From an optimization exercise on the open Yosys and OpenROAD flow, aimed at small area, a short achievable clock period and few clock cycles; shortcuts taken in it are not production practice. In this exercise RTL edits were held to simulation tests only and were not proved equivalent to the original. No activity file was given, so power comes from the tool's default toggle rates.

### flow/constraint.sdc
create_clock -name core_clock -period 12.0 [get_ports {CLK}]
set_input_delay 2.4000 -clock core_clock [delete_from_list [all_inputs] [get_ports {CLK}]]
set_output_delay 2.4000 -clock core_clock [all_outputs]
set_load 0.01 [all_outputs]
### flow/standard.sh
#!/bin/bash
# synth_recipe.tcl (not shown) runs the flow's synth.tcl, then flattens the netlist and writes it again
# the make line also repeats each setting of config.mk as NAME=value (left out here)
make -C /OpenROAD-flow-scripts/flow DESIGN_CONFIG=/design/flow/config.mk WORK_HOME=/design/flow/orfs CLKGATE_MAP_FILE= SYNTH_SCRIPT=/design/flow/synth_recipe.tcl "${@:-finish}"
### flow/flow/run.sh
#!/bin/bash
set -euo pipefail
bash standard.sh SETUP_SLACK_MARGIN=8 finish > standard.log 2>&1
### flow/design.v
module edge_step(
    input wire signed [24:0] e,
    input wire signed [15:0] a,
    input wire signed [17:0] a3,
    output wire [24:0] s1,
    output wire [24:0] s2,
    output wire [24:0] s3,
    output wire [24:0] s4,
    output wire n1,
    output wire n2,
    output wire n3
);
    wire [17:0] k1 = {{2{a[15]}}, a};
    wire [17:0] k2 = {a[15], a, 1'b0};
    wire [17:0] k3 = a3;
    wire [17:0] k4 = {a, 2'b00};
    wire [8:0] h0 = e[24:16];
    wire [8:0] hm = h0 - 9'd1;
    wire [8:0] hp = h0 + 9'd1;
    wire n0 = e[24];
    wire nm = e[24] | (h0 == 9'd0);         
    wire np = e[24] & (h0 != 9'h1ff);       
    wire [16:0] l1 = {1'b0, e[15:0]} + {1'b0, k1[15:0]};
    wire [16:0] l2 = {1'b0, e[15:0]} + {1'b0, k2[15:0]};
    wire [16:0] l3 = {1'b0, e[15:0]} + {1'b0, k3[15:0]};
    wire [16:0] l4 = {1'b0, e[15:0]} + {1'b0, k4[15:0]};
    assign s1 = {k1[17] ? (l1[16] ? h0 : hm) : (l1[16] ? hp : h0), l1[15:0]};
    assign s2 = {k2[17] ? (l2[16] ? h0 : hm) : (l2[16] ? hp : h0), l2[15:0]};
    assign s3 = {k3[17] ? (l3[16] ? h0 : hm) : (l3[16] ? hp : h0), l3[15:0]};
    assign s4 = {k4[17] ? (l4[16] ? h0 : hm) : (l4[16] ? hp : h0), l4[15:0]};
    assign n1 = k1[17] ? (l1[16] ? n0 : nm) : (l1[16] ? np : n0);
    assign n2 = k2[17] ? (l2[16] ? n0 : nm) : (l2[16] ? np : n0);
    assign n3 = k3[17] ? (l3[16] ? n0 : nm) : (l3[16] ? np : n0);
endmodule
module rasterizer(
        input wire CLK,
        input wire RST,
        input wire START,
        output wire READY,
        input wire [15:0] V0X,
        input wire [15:0] V0Y,
        input wire [15:0] C0,
        input wire [15:0] V1X,
        input wire [15:0] V1Y,
        input wire [15:0] C1,
        input wire [15:0] V2X,
        input wire [15:0] V2Y,
        input wire [15:0] C2,
        output reg [15:0] COLOR,
        output reg [9:0] PX,
        output reg [7:0] PY,
        output reg VALID,
        output reg DONE
);
    reg full, full_d, full_d2, taken;
    reg [15:0] v0x, v0y, v1x, v1y, v2x, v2y, c0, c1, c2;
    assign READY = !full;
    function [31:0] maxmin3(input [15:0] a, input [15:0] b, input [15:0] c);
        reg gab, gac, gbc;
        begin
            gab = a > b; gac = a > c; gbc = b > c;
            maxmin3[31:16] = gab ? (gac ? a : c) : (gbc ? b : c);
            maxmin3[15:0]  = gab ? (gbc ? c : b) : (gac ? c : a);
        end
    endfunction
    function [3:0] msb9(input [8:0] v);
        msb9 = v[8] ? 4'd8 : v[7] ? 4'd7 : v[6] ? 4'd6 : v[5] ? 4'd5 :
               v[4] ? 4'd4 : v[3] ? 4'd3 : v[2] ? 4'd2 : v[1] ? 4'd1 : 4'd0;
    endfunction
    wire [15:0] xmax_u, xmin_u, ymax_u, ymin_u;
    assign {xmax_u, xmin_u} = maxmin3(v0x, v1x, v2x);
    assign {ymax_u, ymin_u} = maxmin3(v0y, v1y, v2y);
    reg [9:0] bx_xmax, bx_xmin, bx_ymax, bx_ymin;
    wire [8:0] bx_w = bx_xmax[8:0] - bx_xmin[8:0];
    wire [7:0] bx_h = bx_ymax[7:0] - bx_ymin[7:0];
    reg [9:0] bb_xmin;
    reg [7:0] bb_ymin;
    reg [8:0] bb_w;
    reg [7:0] bb_h;
    reg [4:0] bb_d;
    always @(posedge CLK) begin
        bx_xmax <= xmax_u[15:6] + xmax_u[5];
        bx_xmin <= xmin_u[15:6] + xmin_u[5];
        bx_ymax <= ymax_u[15:6] + ymax_u[5];
        bx_ymin <= ymin_u[15:6] + ymin_u[5];
        bb_xmin <= bx_xmin;
        bb_ymin <= bx_ymin[7:0];
        bb_w <= bx_w;
        bb_h <= bx_h;
        bb_d <= msb9(bx_w + 9'd1) + msb9({1'b0, bx_h} + 9'd1);
    end
    wire signed [15:0] cA1 = v0y - v1y, cA2 = v1y - v2y, cA3 = v2y - v0y;
    wire signed [15:0] cB1 = v1x - v0x, cB2 = v2x - v1x, cB3 = v0x - v2x;
    localparam U_IDLE = 2'd0, U_MUL = 2'd1, U_WAIT = 2'd2, U_RDY = 2'd3;
    reg [1:0] ustate;
    reg [5:0] msel;         
    reg empty;              
    wire go = full && !taken && ustate == U_IDLE;
    wire [15:0] vsel = ({16{msel[0]}} & v0x) | ({16{msel[1]}} & v0y) | ({16{msel[2]}} & v1x)
                     | ({16{msel[3]}} & v1y) | ({16{msel[4]}} & v2x) | ({16{msel[5]}} & v2y);
    wire [15:0] corner = (msel[1] | msel[3] | msel[5]) ? {bx_ymin[7:0], 6'd32} : {bx_xmin, 6'd32};
    wire signed [15:0] opa = corner - vsel;
    wire signed [15:0] coef = ({16{msel[0]}} & cA1) | ({16{msel[1]}} & cB1) | ({16{msel[2]}} & cA2)
                            | ({16{msel[3]}} & cB2) | ({16{msel[4]}} & cA3) | ({16{msel[5]}} & cB3);
    reg signed [15:0] ma, mb;
    reg signed [19:0] q0, q1, q2, q3;
    reg op_v, m1_v, m2_v;
    reg [2:0] op_n, m1_n, m2_n;
    wire signed [4:0] mb0 = {1'b0, mb[3:0]};
    wire signed [4:0] mb1 = {1'b0, mb[7:4]};
    wire signed [4:0] mb2 = {1'b0, mb[11:8]};
    wire signed [3:0] mb3 = mb[15:12];
    always @(posedge CLK) begin
        q0 <= ma * mb0;
        q1 <= ma * mb1;
        q2 <= ma * mb2;
        q3 <= ma * mb3;
    end
    wire [6:0] low6 = q0[5:0] + {q1[1:0], 4'd0};
    wire signed [24:0] t0 = q0 >>> 6;
    wire signed [24:0] t1 = q1 >>> 2;
    wire signed [24:0] t2 = q2 <<< 2;
    wire signed [24:0] t3 = q3 <<< 6;
    wire signed [24:0] t4 = {24'd0, low6[6]};
    reg signed [24:0] pt;                 
    always @(posedge CLK) pt <= t0 + t1 + t2 + t3 + t4;
    reg signed [24:0] se1, se2, se3;      
    reg signed [24:0] acc_in;
    always @(*) begin
        case (m2_n)
            3'd1: acc_in = se1;
            3'd3: acc_in = se2;
            3'd5: acc_in = se3;
            default: acc_in = 25'sd0;
        endcase
    end
    wire signed [24:0] acc_sum = acc_in + pt;
    localparam W_IDLE = 2'd0, W_WALK = 2'd1, W_EMPTY = 2'd2;
    reg [1:0] wstate;
    reg [1:0] rel;                        
    reg signed [15:0] A1, A2, A3, B1, B2, B3;
    reg signed [17:0] A1x3, A2x3, A3x3;
    reg [9:0] xmin_i;
    reg [8:0] wbox;
    reg [4:0] dsh;
    reg signed [24:0] e1, e2, e3;         
    reg signed [24:0] r1, r2, r3;         
    reg [8:0] rem;                        
    reg [7:0] rows;                       
    reg seen;                             
    reg [9:0] cx;                         
    reg [7:0] cy;                         
    reg [15:0] k0, k1, k2;                
    reg [15:0] sk0, sk1, sk2;             
    wire walking = wstate == W_WALK;
    wire last_acc = ustate == U_WAIT && m2_v && m2_n == 3'd5;
    wire take = wstate == W_IDLE && (ustate == U_RDY || last_acc);
    wire signed [24:0] se3_now = last_acc ? acc_sum : se3;
    wire signed [24:0] rs1 = r1 + B1;
    wire signed [24:0] rs2 = r2 + B2;
    wire signed [24:0] rs3 = r3 + B3;
    wire signed [24:0] e1a, e1b, e1c, e1d, e2a, e2b, e2c, e2d, e3a, e3b, e3c, e3d;
    wire n1a, n1b, n1c, n2a, n2b, n2c, n3a, n3b, n3c;
    edge_step es1(.e(e1), .a(A1), .a3(A1x3), .s1(e1a), .s2(e1b), .s3(e1c), .s4(e1d), .n1(n1a), .n2(n1b), .n3(n1c));
    edge_step es2(.e(e2), .a(A2), .a3(A2x3), .s1(e2a), .s2(e2b), .s3(e2c), .s4(e2d), .n1(n2a), .n2(n2b), .n3(n2c));
    edge_step es3(.e(e3), .a(A3), .a3(A3x3), .s1(e3a), .s2(e3b), .s3(e3c), .s4(e3d), .n1(n3a), .n2(n3b), .n3(n3c));
    wire in0 = (rem > 9'd0) && !e1[24] && !e2[24] && !e3[24];
    wire in1 = (rem > 9'd1) && !n1a && !n2a && !n3a;
    wire in2 = (rem > 9'd2) && !n1b && !n2b && !n3b;
    wire in3 = (rem > 9'd3) && !n1c && !n2c && !n3c;
    wire p0 = in0;
    wire p1 = !in0 & in1;
    wire p2 = !in0 & !in1 & in2;
    wire p3 = !in0 & !in1 & !in2 & in3;
    wire pn = !in0 & !in1 & !in2 & !in3;
    wire v4 = rem > 9'd4;
    wire past = (n1c & (A1[15] | (A1 == 16'sd0))) | (n2c & (A2[15] | (A2 == 16'sd0)))
              | (n3c & (A3[15] | (A3 == 16'sd0)));
    wire leave_row = seen ? !(in0 & in1)
                          : (p0 & !in1) | (p1 & !in2) | (p2 & !in3) | (p3 & !v4) | (pn & (!v4 | past));
    wire last_row = rows == 8'd1;
    wire emit = walking & (seen ? in0 : !pn);
    wire st1 = walking & !leave_row & p0;
    wire st2 = walking & !leave_row & !seen & p1;
    wire st3 = walking & !leave_row & !seen & p2;
    wire st4 = walking & !leave_row & !seen & (p3 | pn);
    wire strow = walking & leave_row;
    wire ehold = !walking & !take;
    wire [24:0] e1n = ({25{strow}} & rs1) | ({25{st1}} & e1a) | ({25{st2}} & e1b)
                    | ({25{st3}} & e1c) | ({25{st4}} & e1d) | ({25{take}} & se1)
                    | ({25{ehold}} & e1);
    wire [24:0] e2n = ({25{strow}} & rs2) | ({25{st1}} & e2a) | ({25{st2}} & e2b)
                    | ({25{st3}} & e2c) | ({25{st4}} & e2d) | ({25{take}} & se2)
                    | ({25{ehold}} & e2);
    wire [24:0] e3n = ({25{strow}} & rs3) | ({25{st1}} & e3a) | ({25{st2}} & e3b)
                    | ({25{st3}} & e3c) | ({25{st4}} & e3d) | ({25{take}} & se3_now)
                    | ({25{ehold}} & e3);
    wire [9:0] cx1 = cx + 10'd1, cx2 = cx + 10'd2, cx3 = cx + 10'd3, cx4 = cx + 10'd4;
    wire [8:0] rm1 = rem - 9'd1, rm2 = rem - 9'd2, rm3 = rem - 9'd3, rm4 = rem - 9'd4;
    reg pa_v, pa_done;                    
    reg [9:0] pa_x;
    reg [7:0] pa_y;
    reg [15:0] pa_e1, pa_e2, pa_e3;
    reg pb_v, pb_done;                    
    reg [9:0] pb_x;
    reg [7:0] pb_y;
    reg [7:0] w0, w1, w2;
    reg pc_v, pc_done;                    
    reg [9:0] pc_x;
    reg [7:0] pc_y;
    reg [12:0] rp0, rp1, rp2, gp0, gp1, gp2, lp0, lp1, lp2;
    reg pc_al;
    always @(posedge CLK) begin
        if (!full) begin
            v0x <= V0X; v0y <= V0Y; v1x <= V1X; v1y <= V1Y; v2x <= V2X; v2y <= V2Y;
            c0 <= C0; c1 <= C1; c2 <= C2;
        end
        full_d <= full;
        full_d2 <= full_d & full;
        pa_v <= 1'b0;
        pa_done <= 1'b0;
        ma <= opa;
        mb <= coef;
        m1_v <= op_v; m1_n <= op_n;
        m2_v <= m1_v; m2_n <= m1_n;
        op_v <= 1'b0;
        case (ustate)
            U_IDLE: if (go) begin
                msel <= 6'd1;
                taken <= 1'b1;
                ustate <= U_MUL;
            end
            U_MUL: begin
                if (msel[1]) begin
                    empty <= bb_h == 8'd0;
                    if (bb_h == 8'd0) ustate <= U_RDY;
                end
                op_v <= 1'b1;
                op_n <= msel[0] ? 3'd0 : msel[1] ? 3'd1 : msel[2] ? 3'd2 :
                        msel[3] ? 3'd3 : msel[4] ? 3'd4 : 3'd5;
                msel <= {msel[4:0], 1'b0};
                if (msel[5]) ustate <= U_WAIT;
                if (msel[1] && bb_h == 8'd0) ustate <= U_RDY;
            end
            U_WAIT: if (m2_v && m2_n == 3'd5) ustate <= take ? U_IDLE : U_RDY;
            default: if (take) ustate <= U_IDLE;    
        endcase
        if (m2_v) begin
            case (m2_n[2:1])
                2'd0: se1 <= acc_sum;
                2'd1: se2 <= acc_sum;
                default: se3 <= acc_sum;
            endcase
        end
        if (take) begin
            A1 <= cA1; A2 <= cA2; A3 <= cA3;
            B1 <= cB1; B2 <= cB2; B3 <= cB3;
            A1x3 <= cA1 + (cA1 <<< 1); A2x3 <= cA2 + (cA2 <<< 1); A3x3 <= cA3 + (cA3 <<< 1);
            xmin_i <= bb_xmin;
            wbox <= bb_w;
            rows <= bb_h;
            dsh <= bb_d;
            rem <= bb_w;
            seen <= 1'b0;
            cx <= bb_xmin;
            cy <= bb_ymin;
            rel <= 2'd1;
            sk0 <= c0; sk1 <= c1; sk2 <= c2;
            wstate <= empty ? W_EMPTY : W_WALK;
        end
        if (rel == 2'd1) rel <= 2'd2;
        if (rel == 2'd2) begin
            k0 <= sk0; k1 <= sk1; k2 <= sk2;
            rel <= 2'd0;
        end
        if (wstate == W_EMPTY) begin
            pa_done <= 1'b1;
            wstate <= W_IDLE;
        end
        pa_v <= emit;
        begin
            pa_x <= ({10{p0}} & cx) | ({10{p1}} & cx1) | ({10{p2}} & cx2) | ({10{p3}} & cx3);
            pa_y <= cy;
            pa_e1 <= ({16{p0}} & e1[21:6]) | ({16{p1}} & e1a[21:6]) | ({16{p2}} & e1b[21:6]) | ({16{p3}} & e1c[21:6]);
            pa_e2 <= ({16{p0}} & e2[21:6]) | ({16{p1}} & e2a[21:6]) | ({16{p2}} & e2b[21:6]) | ({16{p3}} & e2c[21:6]);
            pa_e3 <= ({16{p0}} & e3[21:6]) | ({16{p1}} & e3a[21:6]) | ({16{p2}} & e3b[21:6]) | ({16{p3}} & e3c[21:6]);
        end
        if (walking) begin
            if (leave_row) begin
                if (last_row) begin
                    pa_done <= 1'b1;
                    wstate <= W_IDLE;
                end
                rows <= rows - 8'd1;
                cx <= xmin_i;
                cy <= cy + 8'd1;
                rem <= wbox + 9'd1;
                seen <= 1'b0;
            end else begin
                if (!pn) seen <= 1'b1;
                cx <= ({10{st1}} & cx1) | ({10{st2}} & cx2) | ({10{st3}} & cx3) | ({10{st4}} & cx4);
                rem <= ({9{st1}} & rm1) | ({9{st2}} & rm2) | ({9{st3}} & rm3) | ({9{st4}} & rm4);
            end
        end
        e1 <= e1n; e2 <= e2n; e3 <= e3n;
        if (strow | take) begin
            r1 <= take ? se1 : rs1;
            r2 <= take ? se2 : rs2;
            r3 <= take ? se3_now : rs3;
        end
        if (take) begin
            full <= 1'b0;
            taken <= 1'b0;
        end else if (!full && START) full <= 1'b1;
        if (RST) begin
            full <= 1'b0;
            full_d <= 1'b0;
            full_d2 <= 1'b0;
            taken <= 1'b0;
            ustate <= U_IDLE;
            wstate <= W_IDLE;
            rel <= 2'd0;
            op_v <= 1'b0;
            m1_v <= 1'b0;
            m2_v <= 1'b0;
            pa_v <= 1'b0;
            pa_done <= 1'b0;
        end
    end
    function [7:0] wsh(input [15:0] a, input [4:0] d);
        reg [21:0] t;
        begin
            t = {a, 6'd0} >> d;
            wsh = t[7:0];
        end
    endfunction
    wire [4:0] R0 = k0[15:11], G0 = k0[10:6], L0 = k0[5:1];
    wire [4:0] R1 = k1[15:11], G1 = k1[10:6], L1 = k1[5:1];
    wire [4:0] R2 = k2[15:11], G2 = k2[10:6], L2 = k2[5:1];
    wire [9:0] aacc = (k0[0] ? w0 : 8'd0) + (k1[0] ? w1 : 8'd0) + (k2[0] ? w2 : 8'd0);
    wire [14:0] racc = rp0 + rp1 + rp2;
    wire [14:0] gacc = gp0 + gp1 + gp2;
    wire [14:0] lacc = lp0 + lp1 + lp2;
    wire [4:0] rout = (racc[14:11] != 4'd0) ? 5'd31 : racc[10:6];
    wire [4:0] gout = (gacc[14:11] != 4'd0) ? 5'd31 : gacc[10:6];
    wire [4:0] lout = (lacc[14:11] != 4'd0) ? 5'd31 : lacc[10:6];
    always @(posedge CLK) begin
        pb_v <= pa_v;
        pb_done <= pa_done;
        pb_x <= pa_x;
        pb_y <= pa_y;
        w0 <= wsh(pa_e1, dsh);
        w1 <= wsh(pa_e2, dsh);
        w2 <= wsh(pa_e3, dsh);
        pc_v <= pb_v;
        pc_done <= pb_done;
        pc_x <= pb_x;
        pc_y <= pb_y;
        rp0 <= R0 * w0; rp1 <= R1 * w1; rp2 <= R2 * w2;
        gp0 <= G0 * w0; gp1 <= G1 * w1; gp2 <= G2 * w2;
        lp0 <= L0 * w0; lp1 <= L1 * w1; lp2 <= L2 * w2;
        pc_al <= aacc >= 10'd32;
        VALID <= pc_v;
        DONE <= pc_done;
        PX <= pc_x;
        PY <= pc_y;
        COLOR <= {rout, gout, lout, pc_al};
        if (RST) begin
            pb_v <= 1'b0;
            pb_done <= 1'b0;
            pc_v <= 1'b0;
            pc_done <= 1'b0;
            VALID <= 1'b0;
            DONE <= 1'b0;
        end
    end
endmodule
### flow/config.mk
export PLATFORM = sky130hd
export DESIGN_NAME = rasterizer
export DESIGN_NICKNAME = rasterizer
export VERILOG_FILES = /design/flow/design.v
export SDC_FILE = /design/flow/constraint.sdc
export NUM_CORES = 4
export LEC_CHECK = 0
export CAP_MARGIN = 20
export CORE_MARGIN = 2
export CORE_UTILIZATION = 40
export SLEW_MARGIN = 20
export TNS_END_PERCENT = 10
==> flow_summary_export.csv, run 1 <==
group,metric,value,unit
outcome,outcome,"timing/DRC/antenna clean",
route,ant_nets,0,
logic_synthesis,yosysWarnings,1,
setup_path,max_stage_delay,530,ps
logic_synthesis,ys_ff_latch,1186,
setup_path,cp_max_fo,9,
grt,track_usage,26.3,%
setup_path,r2r_end,"r3[0]",
setup_path,cp.required,12520,ps
power,p_sw,0.0168,W
setup_path,cpMaxStageDelayCell,"a2111o_1",
cts,clk_pin_slew,60,ps
logic_synthesis,synth_top_area_share,20.1,%
run,drv_cap,0,
min_path,holdPathEnd,"PY[3]",
grt,grt_antenna_before_repair,10,
placed_design,numPortBuffers,183,
grt,grt_pass1_vias,70600,
setup_path,r2r-start,"A1[0]",
route,via_count,72900,
die,rows,171,
timing,slew_violations,0,
setup_path,rrSetupSlack,7380,ps
finish,syn2layout_area_growth,19.1,%
grt,grt_max_degree,139,
grt,grtUsageMet1,33.8,%
route,wl_per_cell,24.2,um
die,coreArea,0.217,mm2
logic_synthesis,synth_enable_flop_cells,584,
logic_synthesis,synth_area_leaders,"edfxtp_1, dfxtp_1, ha_1",
placed_design,dp_hpwl,218000,um
power,p_seq_share,19.8,%
timing,slew_headroom,15.6,%
timing,fin_skew,46.0,ps
power,combPwrFrac,67.2,%
route,via_per_inst,5.80,
route,wirelength,304000,um
min_path,hold_path.class,"register to register",
min_path,worstHoldStart,"pc_y[3]",
logic_synthesis,ys_seq_area_share,33.9,%
setup_path,cp-start-kind,"register",
die,die_h,471,um
finish,drive_above_1_share,12.4,%
cts,clk_path_buf_depth,3,
setup_path,path_class,"register to register",
finish,final_cells,12600,
setup_path,path_delay_family,"compound AO/OA/AOI/OAI gates",
grt,met3_usage,4.66,%
grt,grt_pass1_wl,444000,um
route,first_pass_iters,9,
die,start_util,40.2,%
logic_synthesis,ys.flop_type,"dfxtp_1",
grt,grt-ovfl-total,0,
min_path,hold_depth,0,
logic_synthesis,synth_largest_area_cell,"edfxtp_1",
placed_design,gp_congestion,1.00,
finish,final_cell_mix,"nand2_1, ha_1, inv_1",
timing,rsz0062_at_grt,"true",
grt,met2_usage,42.1,%
route,drt_iter0_markers,7398,
die,io_pins,184,
placed_design,dp_cells,11900,
logic_synthesis,syn-num-nets,10600,
power,p_per_area,348,mW/mm2
timing,setup_violations,0,
timing,period_share,38.5,%
cts,cts_tree,"yes",
grt,top_usage_layer,"met2",
logic_synthesis,synth_area_per_cell,9.56,um2
route,route.detailed.drc,0,
cts,cts.sinks,1186,
setup_path,crit_chain,"ha_4, fa_2, a211oi_2, o21ai_2, o31ai_4, o31a_1, o31a_1, buf_12, mux2i_2, a2111o_1, buf_6, nor4_4, o2bb2ai_4, o21a_4, nor2_4, clkinvlp_4, buf_12, clkbuf_16",
finish,nets,11000,
setup_path,reg2reg_depth,18,
timing,fmax,217,MHz
power,ir_drop,0.000364,V
timing,worst_pin_slew,1260,ps
timing,min_period,4620,ps
logic_synthesis,syn-cell-area,0.0872,mm2
power,p_leak,44.5,nW
timing,hold_viol,0,
setup_path,worst-path-buf-inv,5,
cts,cts_max_level,4,
cts,clk_latency,820,ps
power,cellInternalPower,0.0193,W
logic_synthesis,yosysUniqueCellTypes,98,
power,clockPowerShare,12.9,%
finish,layout_commonest_cell,"nand2_1",
setup_path,endpoint_kind,"register",
die,die_w,471,um
logic_synthesis,async_flop_share,0,%
die,die_area,0.222,mm2
cts,numCtsBuffers,144,
setup_path,cp.arrival,5140,ps
timing,tns,0,ps
logic_synthesis,synthCells,9123,
power,p_sw_share,46.5,%
cts,root_buffer,"clkbuf_16",
==> flip-flops by register name, summed over array words and instances (netlist names), 19 cells and up <==
signal / cells
r3: 25
pt: 25
q1: 20
r1: 25
se1: 25
r2: 25
se2: 25
q2: 20
e2: 25
se3: 25
e1: 25
e3: 25
q3: 19
==> cell type report <==
class                           count  area [um2]
Timing Repair inverter              1        7.51
Clock inverter                     65         781
Fill cell                       20000      113000
Timing Repair Buffer              625        6330
Inverter                          798        3020
Antenna cell                        9        22.5
Sequential cell                  1186       29700
Clock buffer                      202        4290
Tap cell                         2854        3570
Multi-Input combinational cell   6819       56200
==> synthesized netlist by cell type, types with 38 or more instances <==
master / instances
a211oi_1: 62
a21o_1: 158
a21oi_1: 544
a221oi_1: 47
a222oi_1: 62
a22oi_1: 187
a31oi_1: 54
and2_1: 407
and3_1: 46
buf_1: 38
clkbuf_1: 252
dfxtp_1: 602
edfxtp_1: 584
fa_1: 402
ha_1: 889
inv_1: 794
mux2i_1: 150
nand2_1: 920
nand2b_1: 68
nand3_1: 135
nand4_1: 46
nor2_1: 450
nor2b_1: 93
nor3_1: 155
o211ai_1: 62
o21a_1: 92
o21ai_0: 434
o21bai_1: 117
o22ai_1: 63
or3_1: 45
xnor2_1: 481
xor2_1: 193
==> through the flow <==
stage	utilization, %	area (um2)	hold WS, ps	setup WS, ps	power, W
global placement	42.5	92200	311	5420	0.0277
floorplan	-	87200	310	6980	0.0223
finish	47.9	104000	310	7380	0.0361
detailed placement	42.5	92300	312	5310	0.0281
global route	47.9	104000	324	7320	0.0390
CTS	46.2	100000	309	7520	0.0341
==> routing by layer <==
layer / part of all wire [%] / routed length (um)
met1: 40 / 122000
met2: 45 / 135000
met3: 8.4 / 25500
met4: 6.7 / 20500
met5: 0.0082 / 25
==> power by group through the flow <==
stage          combinational (W)  sequential [W]  clock [W]
3_3_place_gp              0.0205         0.00721          0
3_5_place_dp              0.0209         0.00723          0
6_report                  0.0243         0.00716    0.00467
4_1_cts                   0.0222         0.00715    0.00475
2_1_floorplan             0.0159         0.00642          0
5_1_grt                   0.0268         0.00726    0.00492
==> worst max-delay path by stage <==
stage                     cells after the start  startpoint  slack, ps     end
after floorplan                              16       A1[0]       6980   r1[0]
after global placement                       16       A1[0]       5420   r1[0]
after detailed placement                     16       A1[0]       5310   r1[1]
after CTS                                    17       A1[0]       7520   cx[7]
after global routing                         18       A1[0]       7320  r2[16]
final                                        18       A1[0]       7380   r3[0]
==> timing repair <==
| action | in CTS | in global routing |
|---|---|---|
| gates cloned | 21 | 11 |
| buffers inserted | 112 | 199 |
| gates resized for setup | 307 | 415 |
| setup endpoints to repair | 737 | 668 |
| endpoints found under the hold margin | 0 | 0 |
| pin swaps | 66 | 240 |
| hold buffers | 0 | 0 |
==> cell families after synthesis <==
logic type	synth area share, %
adders and majority gates	22.1
buffers and inverters	4.90
and+or+nand+nor	13.5
DFF	33.9
xor gates and xnor gates	6.77
muxes	2.21
AOI/OAI and AO/OA	16.6
==> worst register-to-register path, delay by kind of cell (launching register included) <==
kind,cells,cell delay [ps]
buffers and inverters,5,860
AOI/OAI and AO/OA,8,2040
and+or+nand+nor,2,310
adders and majority gates,2,610
DFF,1,430
muxes,1,80
Testbench counts, summed over its fixed seeds: cycles 22,438.
==> run 2: changes to the inputs <==
--- a/flow/design.v
+++ b/flow/design.v
@@ -1,3 +1,26 @@
+module booth_nibble(
+    input wire signed [15:0] ma,
+    input wire b3,
+    input wire b2,
+    input wire b1,
+    input wire b0,
+    input wire bm,
+    output wire signed [19:0] q
+);
+    wire one0 = b0 ^ bm;
+    wire two0 = (b1 & !b0 & !bm) | (!b1 & b0 & bm);
+    wire one1 = b2 ^ b1;
+    wire two1 = (b3 & !b2 & !b1) | (!b3 & b2 & b1);
+    wire [17:0] m1 = {{2{ma[15]}}, ma};
+    wire [17:0] m2 = {ma[15], ma, 1'b0};
+    wire [17:0] mag0 = ({18{one0}} & m1) | ({18{two0}} & m2);
+    wire [17:0] mag1 = ({18{one1}} & m1) | ({18{two1}} & m2);
+    wire [17:0] row0 = mag0 ^ {18{b1}};
+    wire [17:0] row1 = mag1 ^ {18{b3}};
+    wire [19:0] r0 = {{2{row0[17]}}, row0};
+    wire [19:0] r1 = {row1, 2'b00};
+    assign q = r0 + r1 + {17'd0, b3, 1'b0, b1};
+endmodule
 module edge_step(
     input wire signed [24:0] e,
     input wire signed [15:0] a,
@@ -106,15 +129,16 @@
     reg signed [19:0] q0, q1, q2, q3;
     reg op_v, m1_v, m2_v;
     reg [2:0] op_n, m1_n, m2_n;
-    wire signed [4:0] mb0 = {1'b0, mb[3:0]};
-    wire signed [4:0] mb1 = {1'b0, mb[7:4]};
-    wire signed [4:0] mb2 = {1'b0, mb[11:8]};
-    wire signed [3:0] mb3 = mb[15:12];
+    wire signed [19:0] bq0, bq1, bq2, bq3;
+    booth_nibble bn0(.ma(ma), .b3(mb[3]), .b2(mb[2]), .b1(mb[1]), .b0(mb[0]), .bm(1'b0), .q(bq0));
+    booth_nibble bn1(.ma(ma), .b3(mb[7]), .b2(mb[6]), .b1(mb[5]), .b0(mb[4]), .bm(mb[3]), .q(bq1));
+    booth_nibble bn2(.ma(ma), .b3(mb[11]), .b2(mb[10]), .b1(mb[9]), .b0(mb[8]), .bm(mb[7]), .q(bq2));
+    booth_nibble bn3(.ma(ma), .b3(mb[15]), .b2(mb[14]), .b1(mb[13]), .b0(mb[12]), .bm(mb[11]), .q(bq3));
     always @(posedge CLK) begin
-        q0 <= ma * mb0;
-        q1 <= ma * mb1;
-        q2 <= ma * mb2;
-        q3 <= ma * mb3;
+        q0 <= bq0;
+        q1 <= bq1;
+        q2 <= bq2;
+        q3 <= bq3;
     end
     wire [6:0] low6 = q0[5:0] + {q1[1:0], 4'd0};
     wire signed [24:0] t0 = q0 >>> 6;
==> flow/flow/run.sh (replaced) <==
#!/bin/bash
set -euo pipefail
bash standard.sh SETUP_SLACK_MARGIN=7.5 finish > standard.log 2>&1
==> run 2 against run 1 <==
  * Count of clock-buffer cells in the layout decreased by 7
  * Synthesized cell count rose by 3.2%
  * Critical path depth shrank 1
  * Die area about the same
  * Synthesized area is essentially flat
  * First-iteration DRC count rose by 5.4%
  * Routed wire length rose by 3.4%
  * Largest cell class unchanged
  * Highest routed layer unchanged
==> flow_summary_export.csv, run 2 <==
group,metric,value,unit
setup_path,reg2reg_depth,17,
cts,clk_path_buf_depth,3,
setup_path,cpMaxStageDelayCell,"edfxtp_1",
setup_path,cp.arrival,5250,ps
grt,grt_antenna_before_repair,21,
min_path,hold_depth,0,
setup_path,endpoint_kind,"register",
logic_synthesis,synth_area_leaders,"edfxtp_1, dfxtp_1, ha_1",
logic_synthesis,ys_seq_area_share,33.9,%
setup_path,crit_chain,"ha_4, buf_4, fa_2, a211oi_4, o211ai_1, a221oi_2, buf_4, o21a_4, mux2i_1, or4_1, a311o_1, a211o_1, o21a_4, buf_6, clkbuf_16, a222oi_1, o211ai_1",
grt,grt_pass1_wl,458000,um
placed_design,dp_hpwl,230000,um
power,p_leak,42.1,nW
die,coreArea,0.217,mm2
logic_synthesis,synth_enable_flop_cells,584,
cts,cts_max_level,4,
timing,setup_violations,0,
grt,grt_pass1_vias,71700,
min_path,worstHoldStart,"pb_x[5]",
setup_path,cp-start-kind,"register",
timing,fmax,213,MHz
timing,rsz0062_at_grt,"true",
timing,hold_viol,0,
finish,final_cell_mix,"nand2_1, ha_1, a21oi_1",
logic_synthesis,netlist_top_cells_count,"nand2_1, ha_1, a21oi_1",
timing,worst_pin_slew,1270,ps
logic_synthesis,synth_area_per_cell,9.26,um2
logic_synthesis,ys.flop_type,"dfxtp_1",
logic_synthesis,async_flop_share,0,%
grt,track_usage,27.2,%
run,drv_cap,0,
route,first_pass_iters,12,
logic_synthesis,yosysWarnings,1,
finish,nets,10900,
power,p_per_area,335,mW/mm2
route,wl_per_cell,24.9,um
timing,period_share,39.2,%
setup_path,worst-path-buf-inv,4,
cts,cts_tree,"yes",
cts,clk_pin_slew,60,ps
min_path,holdPathEnd,"pc_x[5]",
setup_path,max_stage_delay,440,ps
logic_synthesis,synth_top_area_share,20.1,%
timing,fin_skew,38.0,ps
grt,grt-ovfl-total,0,
timing,worst_slack,7300,ps
setup_path,cp.required,12550,ps
timing,slew_headroom,15.0,%
logic_synthesis,synth_largest_area_cell,"edfxtp_1",
finish,drive_above_1_share,9.07,%
power,ir_drop,0.000249,V
min_path,hold_path.class,"register to register",
setup_path,r2r_end,"cx[8]",
cts,cts.sinks,1186,
route,via_per_inst,5.90,
placed_design,dp_slack,5370,ps
logic_synthesis,yosysUniqueCellTypes,89,
route,via_count,74400,
die,rows,171,
timing,slew_violations,0,
cts,numCtsBuffers,143,
setup_path,r2r-start,"A3[0]",
grt,grt_max_degree,100,
placed_design,numPortBuffers,183,
die,die_area,0.222,mm2
setup_path,path_class,"register to register",
cts,root_buffer,"clkbuf_16",
die,die_w,471,um
route,route.detailed.drc,0,
logic_synthesis,syn-num-nets,10700,
setup_path,cp_max_fo,6,
cts,cts_hold_buf,0,
finish,layout_commonest_cell,"nand2_1",
route,wirelength,314000,um
cts,clk_latency,840,ps
logic_synthesis,ys_ff_latch,1186,
die,io_pins,184,
route,drt_iter0_markers,7794,
setup_path,rrSetupSlack,7300,ps
placed_design,gp_congestion,0.988,
finish,syn2layout_area_growth,15.4,%
setup_path,path_delay_family,"compound AO/OA/AOI/OAI gates",
die,die_h,471,um
logic_synthesis,synth.most_common_cell,"nand2_1",
finish,utilization,46.4,%
die,start_util,40.2,%
timing,tns,0,ps
logic_synthesis,syn-cell-area,0.0872,mm2
outcome,outcome,"timing/DRC/antenna clean",
logic_synthesis,synthCells,9415,
route,ant_nets,0,
timing,min_period,4700,ps
[run 2: cell types whose count changed after synthesis, sizes merged, moves of 34 or more]
cell    change
a21oi     +163
a221oi     +90
a22oi      -91
and2      -135
clkbuf     +85
fa        -127
inv       -219
maj3       +35
nand2      +61
nor2      +154
o21ai      +54
o22ai      +43
xor2       +34
[run 2: final cells by class]
type / count / area [um2]
Timing Repair Buffer: 490 / 5040
Clock inverter: 73 / 818
Multi-Input combinational cell: 7224 / 55200
Clock buffer: 195 / 4080
Sequential cell: 1186 / 29600
Inverter: 578 / 2220
Tap cell: 2854 / 3570
Fill cell: 20400 / 116000
Antenna cell: 16 / 40.0
Timing Repair inverter: 2 / 17.5
[run 2: per-stage QoR]
stage / hold WS, ps / std cells / power [W] / area [um2]
6_report: 324 / 12600 / 0.0337 / 101000
5_1_grt: 328 / 12600 / 0.0362 / 101000
4_1_cts: 325 / 12500 / 0.0325 / 98700
3_5_place_dp: 312 / 12200 / 0.0273 / 92000
3_3_place_gp: 311 / 12200 / 0.0269 / 92000
2_1_floorplan: 310 / 9415 / 0.0214 / 87200
[run 2: cell families (layout without fill, tap and decap cells)]
| kind of cell | count (synthesis) | count (layout) | synth area share (%) |
|---|---|---|---|
| compound gates | 2543 | 2544 | 19.2 |
| xor+xnor | 676 | 676 | 6.79 |
| fa+ha+maj | 1198 | 1198 | 19.4 |
| buf+inv | 1013 | 1338 | 4.43 |
| flops | 1186 | 1186 | 33.9 |
| mux | 209 | 209 | 2.50 |
| other cells | 0 | 16 | 0 |
| simple gates | 2590 | 2597 | 13.7 |
[run 2: where the power goes]
part           internal [W]  switching (W)
logic               0.00919         0.0129
registers           0.00586        0.00122
clock network       0.00260        0.00192
total                0.0177         0.0161
[run 2: worst max path at each step]
stage | cells after the start | slack (ps) | startpoint | end
CTS | 20 | 7340 | v2y[1] | A2x3[15]
global placement | 17 | 5410 | A1[0] | cy[5]
global route | 15 | 7260 | A1[0] | cx[0]
floorplan | 18 | 7050 | A1[0] | rows[6]
finish | 17 | 7300 | A3[0] | cx[8]
detailed placement | 17 | 5370 | A1[0] | cy[5]
[run 2: layer usage]
metal / vias up / part of all wire (%) / GRT usage, %
met2: 3238 / 45 / 43.3
met3: 761 / 8.1 / 5.10
li1: 34400 / - / -
met4: 12 / 6.5 / 15.6
met5: - / 0.032 / 0
met1: 36000 / 41 / 34.5
[run 2: timing repair]
action	CTS	global route
setup buffers	68	87
setup endpoints to repair	480	329
cloned	17	11
gates resized for setup	181	219
pin swaps	39	82
Testbench counts of run 2, summed over its fixed seeds: cycles 22,438.
==> run 3: changes to the inputs <==
--- a/flow/config.mk
+++ b/flow/config.mk
@@ -9,4 +9,4 @@
 export CORE_MARGIN = 2
 export CORE_UTILIZATION = 40
 export SLEW_MARGIN = 20
-export TNS_END_PERCENT = 10
+export TNS_END_PERCENT = 0
==> run 3 against run 2 <==
  * Synthesized cell count unchanged
  * Critical endpoint is now cx[3]
  * Hold slack worse by 4.7 ps
  * Final cell count fell by 0.71%
  * Via count is 0.55% lower
  * Total power fell by 2.4%
==> flow_summary_export.csv, run 3 <==
group,metric,value,unit
route,met3_wirelength,24900,um
logic_synthesis,async_flop_share,0,%
grt,grt_max_degree,96,
logic_synthesis,ys.flop_type,"dfxtp_1",
grt,grt_antenna_before_repair,31,
power,p_leak,41.5,nW
logic_synthesis,ys_ff_latch,1186,
cts,clk_latency,840,ps
power,ir_drop,0.000275,V
die,io_pins,184,
setup_path,endpoint_kind,"register",
logic_synthesis,ys_seq_area_share,33.9,%
logic_synthesis,synth_top_area_share,20.1,%
timing,rsz0062_at_grt,"true",
setup_path,cp_max_fo,9,
route,wl_met1,125000,um
route,wirelength,309000,um
route,dr.max_layer_used,"met5",
logic_synthesis,yosysWarnings,1,
power,clockPowerShare,13.6,%
logic_synthesis,synth_largest_area_cell,"edfxtp_1",
setup_path,r2r_end,"cx[3]",
min_path,hold_path.class,"register to register",
setup_path,cp-start-kind,"register",
finish,nets,10800,
timing,tns,0,ps
finish,syn2layout_area_growth,13.7,%
route,via_per_inst,5.91,
route,ant_nets,0,
finish,final_cells,12500,
power,p_per_area,332,mW/mm2
setup_path,rrSetupSlack,7270,ps
logic_synthesis,syn-num-nets,10700,
finish,ff_latch_area,0.0296,mm2
timing,slew_headroom,20.0,%
cts,clk_path_buf_depth,3,
timing,worst_pin_slew,1190,ps
logic_synthesis,netlist_top_cells_count,"nand2_1, ha_1, a21oi_1",
power,combPwrFrac,64.9,%
timing,fmax,212,MHz
die,coreArea,0.217,mm2
timing,fin_skew,62.8,ps
grt,grt-ovfl-total,0,
logic_synthesis,synth_enable_flop_cells,584,
placed_design,numPortBuffers,183,
timing,setup_violations,0,
setup_path,reg2reg_depth,15,
setup_path,cp.arrival,5260,ps
logic_synthesis,synth_area_per_cell,9.26,um2
placed_design,gp_congestion,0.989,
cts,numCtsBuffers,144,
power,p_sw,0.0157,W
run,drv_cap,0,
logic_synthesis,synth_area_leaders,"edfxtp_1, dfxtp_1, ha_1",
logic_synthesis,synth.most_common_cell,"nand2_1",
grt,grt_pass1_wl,454000,um
die,die_h,471,um
cts,clk_pin_slew,60,ps
route,via_count,74000,
setup_path,crit_end,"cx[3]",
finish,n_fill_cell,20700,
timing,slew_violations,0,
timing,min_period,4730,ps
setup_path,cp.required,12530,ps
cts,cts_tree,"yes",
placed_design,dp_hpwl,226000,um
finish,drive_above_1_share,7.42,%
power,cellInternalPower,0.0172,W
timing,period_share,39.4,%
die,start_util,40.2,%
route,route.detailed.drc,0,
logic_synthesis,synthCells,9415,
setup_path,startpoint,"A1[0]",
die,rows,171,
cts,cts.sinks,1186,
timing,hold_viol,0,
grt,grt_pass1_vias,72300,
finish,layout_commonest_cell,"nand2_1",
logic_synthesis,yosysUniqueCellTypes,89,
route,first_pass_iters,9,
power,p_sw_share,47.8,%
setup_path,r2r-start,"A1[0]",
power,p_seq_share,21.5,%
finish,final_cell_mix,"nand2_1, ha_1, a21oi_1",
grt,track_usage,26.9,%
cts,cts_hold_buf,0,
route,wl_met2,139000,um
cts,root_buffer,"clkbuf_16",
logic_synthesis,syn-cell-area,0.0872,mm2
route,wl_per_cell,24.6,um
die,die_w,471,um
route,drt_iter0_markers,6737,
placed_design,dp_cells,12100,
cts,cts_max_level,4,
outcome,outcome,"timing/DRC/antenna clean",
setup_path,path_class,"register to register",
die,die_area,0.222,mm2
finish,multi_input_area,0.0548,mm2
-- run 3: cell type report --
cell class	count	share of cell area [%]
tap	2854	3.60
clock buffer	187	3.94
antenna	15	0.0379
timing repair inverter	4	0.0278
multi-input combinational	7222	55.3
sequential	1186	29.9
clock inverter	82	0.931
inverter	578	2.23
timing repair buffer	400	4.05
-- run 3: cells by family after synthesis --
group | share of synthesized area, %
simple gates | 13.7
compound gates | 19.2
fa+ha+maj | 19.4
flops | 33.9
buf+inv | 4.43
xor+xnor | 6.79
mux | 2.50
-- run 3: power groups by stage --
| stage | Combinational, W | Clock (W) | Sequential, W |
|---|---|---|---|
| after floorplan | 0.0149 | 0 | 0.00644 |
| after global placement | 0.0198 | 0 | 0.00710 |
| after detailed placement | 0.0201 | 0 | 0.00712 |
| after CTS | 0.0208 | 0.00457 | 0.00705 |
| after global routing | 0.0236 | 0.00473 | 0.00718 |
| final | 0.0214 | 0.00449 | 0.00708 |
-- run 3: repair_timing --
| action | in CTS | in global routing |
|---|---|---|
| pin swaps | 37 | 33 |
| endpoints found under the hold margin | 0 | 0 |
| gates cloned | 14 | 9 |
| resized for setup | 182 | 105 |
| setup endpoints to repair | 530 | 370 |
| setup buffers | 50 | 30 |
-- run 3: critical path, cell delays in order, from the launching register on --
cell      delay (ps)
edfxtp_1         420
ha_4             210
fa_2             400
a211oi_2         290
o211ai_1         230
nor4bb_4         210
buf_6            160
nor3_4           190
o211ai_1         130
or4_1            540
a311o_1          340
a211o_4          400
o21a_4           280
buf_12           180
a222oi_1         300
o211ai_1         160
-- run 3: how the worst min path moves through the flow --
stage                  from        to  slack (ps)  depth (start not counted)
detailed placement  pc_x[1]     PX[1]         310                          0
global placement    pc_y[5]     PY[5]         310                          0
floorplan             pc_al  COLOR[0]         310                          0
global route        m1_n[1]   m2_n[1]         330                          0
finish              m1_n[1]   m2_n[1]         320                          0
CTS                 m1_n[1]   m2_n[1]         320                          0
-- run 3: per-layer routing --
layer	vias up	global-route usage, %
li1	34200	-
met1	36000	33.7
met2	3089	43.2
met3	717	5.34
met4	6	15.4
met5	-	0
-- run 3: per-stage QoR --
stage,power [W],utilization (%),instance area (um2),setup slack (ps),hold slack [ps]
floorplan,0.0214,-,87200,7020,310
global placement,0.0269,42.4,92000,5100,311
detailed placement,0.0272,42.4,92000,4990,312
CTS,0.0324,45.3,98200,7290,321
global route,0.0355,45.7,99100,7190,328
finish,0.0329,45.7,99100,7270,319
==> run 4: changes to the inputs <==
--- a/flow/design.v
+++ b/flow/design.v
@@ -327,11 +327,9 @@
             end
         end
         e1 <= e1n; e2 <= e2n; e3 <= e3n;
-        if (strow | take) begin
-            r1 <= take ? se1 : rs1;
-            r2 <= take ? se2 : rs2;
-            r3 <= take ? se3_now : rs3;
-        end
+        r1 <= ({25{strow & !take}} & rs1) | ({25{take}} & se1) | ({25{!strow & !take}} & r1);
+        r2 <= ({25{strow & !take}} & rs2) | ({25{take}} & se2) | ({25{!strow & !take}} & r2);
+        r3 <= ({25{strow & !take}} & rs3) | ({25{take}} & se3_now) | ({25{!strow & !take}} & r3);
         if (take) begin
             full <= 1'b0;
             taken <= 1'b0;
==> run 4 against run 3 <==
  * Utilization hardly changed
  * Hold slack worse by 6.7 ps
  * Die area is 0.81% lower
  * Routed wire length hardly changed
  * Design area is 0.97% lower
  * Via count is 0.22% lower
  * Final cell count is 0.40% lower
  * Critical path depth is 2 lower
  * Synthesized area is 0.82% lower
  * Sequential power is 1% higher
  * Critical endpoint is now e3[3]
  * Highest routed layer unchanged
==> flow_summary_export.csv, run 4 <==
group,metric,value,unit
outcome,outcome,"timing/DRC/antenna clean",
grt,grt_pass1_vias,70800,
cts,root_buffer,"clkbuf_16",
power,p_sw,0.0163,W
logic_synthesis,yosysWarnings,1,
finish,syn2layout_area_growth,13.6,%
route,first_pass_iters,6,
finish,postLayoutCellArea,0.0982,mm2
logic_synthesis,synth_top_area_share,17.7,%
finish,final_cells,12500,
route,wirelength,309000,um
power,p_sw_share,48.2,%
setup_path,endpoint_kind,"register",
placed_design,dp_cells,12100,
cts,clk_latency,820,ps
logic_synthesis,synth_enable_flop_cells,509,
logic_synthesis,synth_xor_xnor_area_share,6.83,%
power,p_leak,41.5,nW
logic_synthesis,synthCells,9386,
placed_design,gp_congestion,0.999,
logic_synthesis,syn-num-nets,10700,
logic_synthesis,yosysUniqueCellTypes,103,
power,cellInternalPower,0.0175,W
logic_synthesis,async_flop_share,0,%
die,io_pins,184,
logic_synthesis,synth_area_leaders,"edfxtp_1, dfxtp_1, ha_1",
route,drt_iter0_markers,6730,
die,coreArea,0.215,mm2
logic_synthesis,muxShareOfSynthArea,2.45,%
cts,clk_path_buf_depth,3,
logic_synthesis,synth_largest_area_cell,"edfxtp_1",
min_path,hold_path.class,"register to register",
timing,hold_viol,0,
logic_synthesis,netlist_top_cells_count,"nand2_1, ha_1, a21oi_1",
placed_design,numPortBuffers,183,
logic_synthesis,ys.flop_type,"dfxtp_1",
power,p_per_area,345,mW/mm2
route,ant_nets,0,
cts,cts_max_level,4,
cts,cts.sinks,1186,
timing,slew_headroom,19.5,%
power,p_seq_share,21.2,%
route,via_count,73900,
timing,fin_skew,44.9,ps
logic_synthesis,ys_ff_latch,1186,
power,ir_drop,0.000397,V
setup_path,cp.arrival,5290,ps
grt,grt_max_degree,82,
power,clockPowerShare,13.2,%
die,die_h,469,um
timing,min_period,4620,ps
die,rows,170,
setup_path,cp-start-kind,"register",
cts,cts_tree,"yes",
finish,drive_above_1_share,7.83,%
timing,worst_pin_slew,1210,ps
grt,grt_pass1_wl,453000,um
finish,layout_commonest_cell,"nand2_1",
cts,clk_pin_slew,60,ps
grt,track_usage,27.3,%
finish,final_cell_mix,"nand2_1, ha_1, a21oi_1",
run,drv_cap,0,
die,start_util,40.3,%
setup_path,cp_max_fo,27,
timing,setup_violations,0,
logic_synthesis,syn-cell-area,0.0864,mm2
cts,numCtsBuffers,140,
logic_synthesis,synth-compound-area-share,18.9,%
route,route.detailed.drc,0,
setup_path,path_class,"register to register",
finish,nets,10800,
die,die_area,0.220,mm2
logic_synthesis,synth_area_per_cell,9.21,um2
grt,grt-ovfl-total,0,
logic_synthesis,synth_top_family_by_area,"adder cells",
placed_design,dp_hpwl,229000,um
setup_path,cp.required,12670,ps
logic_synthesis,ys_seq_area_share,33.4,%
timing,tns,0,ps
logic_synthesis,synth_fa_ha_area_share,19.4,%
timing,fmax,216,MHz
timing,period_share,38.5,%
placed_design,placed_cell_area,0.0912,mm2
die,die_w,469,um
route,wl_per_cell,24.8,um
timing,rsz0062_at_grt,"true",
grt,grt_antenna_before_repair,11,
timing,slew_violations,0,
logic_synthesis,synthSimpleGateAreaFrac,14.7,%
logic_synthesis,synth.most_common_cell,"nand2_1",
power,combPwrFrac,65.6,%
cts,cts_hold_buf,0,
route,via_per_inst,5.92,
==> run 4: cell types whose count changed after synthesis, moves of 22 or more <==
cell      change
dfxtp_1      +75
a222oi_1     -22
o21ai_0     -116
xnor2_1      +43
a21oi_1      -25
nor3_1       +46
edfxtp_1     -75
or3_1        +28
a22oi_1      +65
buf_1        -29
xor2_1       -45
nand2_1      +30
==> run 4: layer usage <==
layer	GRT usage, %	vias up	share of wire [%]
met1	35.9	35900	43
met5	0	-	0.0042
met4	14.6	2	6.4
met3	4.04	684	7.0
li1	-	34300	-
met2	43.3	3027	44
==> run 4: final cells by class <==
class | instances | area, um2
clock buffer | 189 | 3980
sequential | 1186 | 28900
timing repair buffer | 401 | 3880
inverter | 566 | 2140
timing repair inverter | 1 | 5.00
antenna | 6 | 15.0
fill | 20200 | 116000
tap | 2838 | 3550
multi-input combinational | 7222 | 54900
clock inverter | 69 | 816
==> run 4: final timing paths <==
check	startpoint	endpoint	slack (ps)	cells past startpoint
worst max-delay path	A2[1]	e3[3]	7380	13
worst min-delay path	pc_x[0]	PX[0]	310	0
worst min register to register	pc_x[0]	PX[0]	310	0
worst max register to register	A2[1]	e3[3]	7380	13
==> run 4: power groups by stage <==
stage                     combinational (W)  clock, W  sequential (W)
after floorplan                      0.0157         0         0.00649
after global placement               0.0208         0         0.00721
after detailed placement             0.0212         0         0.00722
after CTS                            0.0216   0.00456         0.00714
after global routing                 0.0245   0.00470         0.00728
final                                0.0222   0.00448         0.00718
==> run 4: through the flow <==
step | hold WS (ps) | worst slack, ps | util, % | power (W)
after floorplan | 310 | 7370 | - | 0.0222
after global placement | 313 | 5680 | 42.5 | 0.0280
after detailed placement | 312 | 5590 | 42.5 | 0.0284
after CTS | 317 | 7220 | 45.2 | 0.0333
after global routing | 319 | 7240 | 45.7 | 0.0365
final | 312 | 7380 | 45.7 | 0.0338
==> run 4: timing repair <==
item	CTS	global route
pin swaps	21	40
gates resized for setup	127	164
endpoints found under the setup margin	386	396
cloned	8	5
buffers inserted	33	53
==> run 4: kinds of logic (layout without fill, tap and decap cells) <==
group           Yosys count  in the layout
simple gates           2715           2720
compound gates         2447           2447
flops                  1186           1186
fa+ha+maj              1179           1179
buf+inv                 983           1226
xor+xnor                674            674
mux                     202            202
other cells               0              6
==> run 4: critical path: stages, from the launching register on <==
cell	delay, ps
edfxtp_1	500
ha_1	360
a211oi_1	310
o21ai_0	250
and4_1	350
o21ai_4	270
nand2_4	210
a221oi_4	390
nand3_2	190
or4_4	610
buf_4	200
and4_4	350
a21oi_1	380
nand3_1	110
Testbench counts of run 4, summed over its fixed seeds: cycles 22,438.

re-timing with driven ports:
The flow's constraints put no driver on any port. The routed layouts listed below were extracted and timed again, unchanged, in two steps. Step 1 assumes that a clkbuf_16 drives the clock port and a buf_2 every other input. Step 2, shift: input delay + t, output delay - t, t = (earliest + latest rising clock arrival at the registers) / 2. This alone moves slack from input paths to output paths. Three values: ideal ports, drivers, drivers and shift; two values: the first two.
run	t, ns	setup slack, ns	worst data-port slew with drivers (ns)
run 1	0.885	7.383 / 7.383 / 7.383	0.06
run 2	0.910	7.299 / 7.299 / 7.299	0.06
run 3	0.895	7.274 / 7.274 / 7.274	0.07
run 4	0.887	7.375 / 7.375 / 7.375	0.07
After both steps every run listed still meets setup and hold.
